This is an optimization exercise on Yosys and OpenROAD, whose aim is small area, not a production implementation.
Function was checked by simulation only, so behaviour that the tests miss may differ from the original.
Power is estimated from default activity; no workload was simulated.

## alu_top
module alu_top
(
	input wire clk
	,input wire [31:0] input1In
	,input wire [31:0] input2In
	,input wire [3:0] opType
	,output reg [31:0] resultOut
);
	reg [31:0] a_q;
	reg [31:0] b_q;
	reg [3:0] op_q;
	wire [31:0] alu_y;
	always @(posedge clk)
	begin
		a_q<=input1In;
		b_q<=input2In;
		op_q<=opType;
		resultOut<=alu_y;
	end
	aluRv32i aluRv32iInst
	(
		.input1In (a_q)
		,.input2In (b_q)
		,.opType   (op_q)
		,.resultOut(alu_y)
	);
endmodule
For scale: about 100 flip-flops, roughly 100 I/O pins, about 5800 um^2 of cells after synthesis.
==> flow/config.mk <==
export PLATFORM = sky130hd
export DESIGN_NAME = alu_top
export DESIGN_NICKNAME = alu_top
export VERILOG_FILES = /design/flow/design.v
export SDC_FILE = /design/flow/constraint.sdc
export NUM_CORES = 4
export LEC_CHECK = 0
export ABC_AREA = 1
export CAP_MARGIN = 20
export CORE_MARGIN = 2
export CORE_UTILIZATION = 55
export SLEW_MARGIN = 20
==> flow/constraint.sdc <==
create_clock -name core_clock -period 5.0 [get_ports {clk}]
set_input_delay 1.0000 -clock core_clock [delete_from_list [all_inputs] [get_ports {clk}]]
set_output_delay 1.0000 -clock core_clock [all_outputs]
set_load 0.01 [all_outputs]
standard.sh (not shown) runs the stock make flow with config.mk's settings and CLKGATE_MAP_FILE= SYNTH_SCRIPT=/design/flow/synth_recipe.tcl, a recipe that flattens the netlist after the stock synthesis.
==> flow/flow/run.sh <==
#!/bin/bash
# The standard layout with three changes to how it is made:
#  - synthesis maps the logic with ABC's area-oriented mapper (flow/area.abc)
#    in place of ORFS's area script; everything else in synthesis is the standard flow's
#  - the port buffers are the smallest buffer
#  - the clock tree uses small buffers and no dummy loads
set -euo pipefail
here=$(pwd)
# synthesis script: the standard flow's, with the ABC script swapped
{
  echo 'proc synth {args} { yosys synth -nofsm -noshare {*}$args }'
  echo "proc abc {args} {"
  echo "  set i [lsearch -exact \$args -script]"
  echo "  if {\$i >= 0} { set args [lreplace \$args [expr {\$i+1}] [expr {\$i+1}] $here/flow/area.abc] }"
  echo "  yosys abc {*}\$args"
  echo "}"
  tail -n +2 synth_recipe.tcl
} > own_synth.tcl
sed "s#SYNTH_SCRIPT=[^ ]*#SYNTH_SCRIPT=$here/own_synth.tcl#" standard.sh > own_standard.sh
grep -q "SYNTH_SCRIPT=$here/own_synth.tcl" own_standard.sh
export BUFFER_PORTS_ARGS="-buffer_cell sky130_fd_sc_hd__buf_1"
export CTS_ARGS="-sink_clustering_enable -sink_clustering_size 10 -repair_clock_nets -dont_use_dummy_load -buf_list {sky130_fd_sc_hd__clkbuf_4 sky130_fd_sc_hd__clkbuf_8}"
bash own_standard.sh > standard.log 2>&1
==> flow/flow/area.abc <==
strash
dch
amap
topo
The baseline ran to the end with no violations.
Edit:
--- a/flow/design.v
+++ b/flow/design.v
@@ -154,33 +154,33 @@
 	wire left  = ~op[1] & ~op[0];                 
 	wire arith = op[1] & ~op[0];                  
 	wire [31:0] arev, s5rev;
 	genvar i;
 	generate
 		for (i = 0; i < 32; i = i + 1) begin : ra
 			assign arev[i] = a[31-i];
 		end
 	endgenerate
-	wire [31:0] s0 = (left ? arev : a) & {32{grpSH}};
+	wire [31:0] s0 = left ? arev : a;
 	wire fill = grpSH & arith & a[31];
 	wire big = arith & (|b[31:5]);
 	wire [4:0] sa = b[4:0] | {5{big}};
 	wire [31:0] s1 = sa[0] ? {fill, s0[31:1]} : s0;
 	wire [31:0] s2 = sa[1] ? {{2{fill}}, s1[31:2]} : s1;
 	wire [31:0] s3 = sa[2] ? {{4{fill}}, s2[31:4]} : s2;
 	wire [31:0] s4 = sa[3] ? {{8{fill}}, s3[31:8]} : s3;
 	wire [31:0] s5 = sa[4] ? {{16{fill}}, s4[31:16]} : s4;
 	generate
 		for (i = 0; i < 32; i = i + 1) begin : rs
 			assign s5rev[i] = s5[31-i];
 		end
 	endgenerate
-	wire [31:0] sh = left ? s5rev : s5;
+	wire [31:0] sh = (s5rev & {32{grpSH & left}}) | (s5 & {32{grpSH & ~left}});
 	wire sgn = ~op[3];
 	wire [31:0] dv = {sgn ? a[31] : b[31], b[30:0]};
 	wire [15:0] d2, v2;
 	wire [7:0] d3, v3;
 	wire [3:0] d4, v4;
 	wire [1:0] d5, v5;
 	generate
 		for (i = 0; i < 16; i = i + 1) begin : t2
 			assign d2[i] = p[2*i+1] | p[2*i];
Outcome: Synthesized cell count went down slightly; power is higher by a few percent; setup slack loses 0.094 ns; via count shrinks by a few percent; count of clock-buffer cells in the layout does not change; hold slack improved by 0.0098 ns; wire length decreases by a few percent; core utilization fell by 0.43 points; global-route usage falls by 1.6 points; combinational power rises by about a fifth.

[separate check: timing with driven ports]
The flow's constraints put no driver on any port. The routed layouts listed below were extracted and timed again, unchanged, in two steps.
Step 1: set_driving_cell puts a clkbuf_16 on clk and a buf_2 on each other input, an assumption about the parent block.
Step 2 times the ports against the registers' clock, not the clock port: input delays grow and output delays shrink by t, the midpoint of the rising clock arrivals with the driver on.
Three values: ideal, step 1, step 2; two values: the first two.
run | shift t [ns] | setup WS [ns] | clock arrival spread, ns | worst data-port slew with drivers (ns) | pins driven straight from the clock port
the first run | 0.415 | 0.433 / 0.433 / 0.433 | 0.026 / 0.026 | 0.04 | 1
the second run | 0.403 | 0.339 / 0.339 / 0.339 | 0.029 / 0.029 | 0.03 | 1
After both steps every run listed still meets setup and hold.
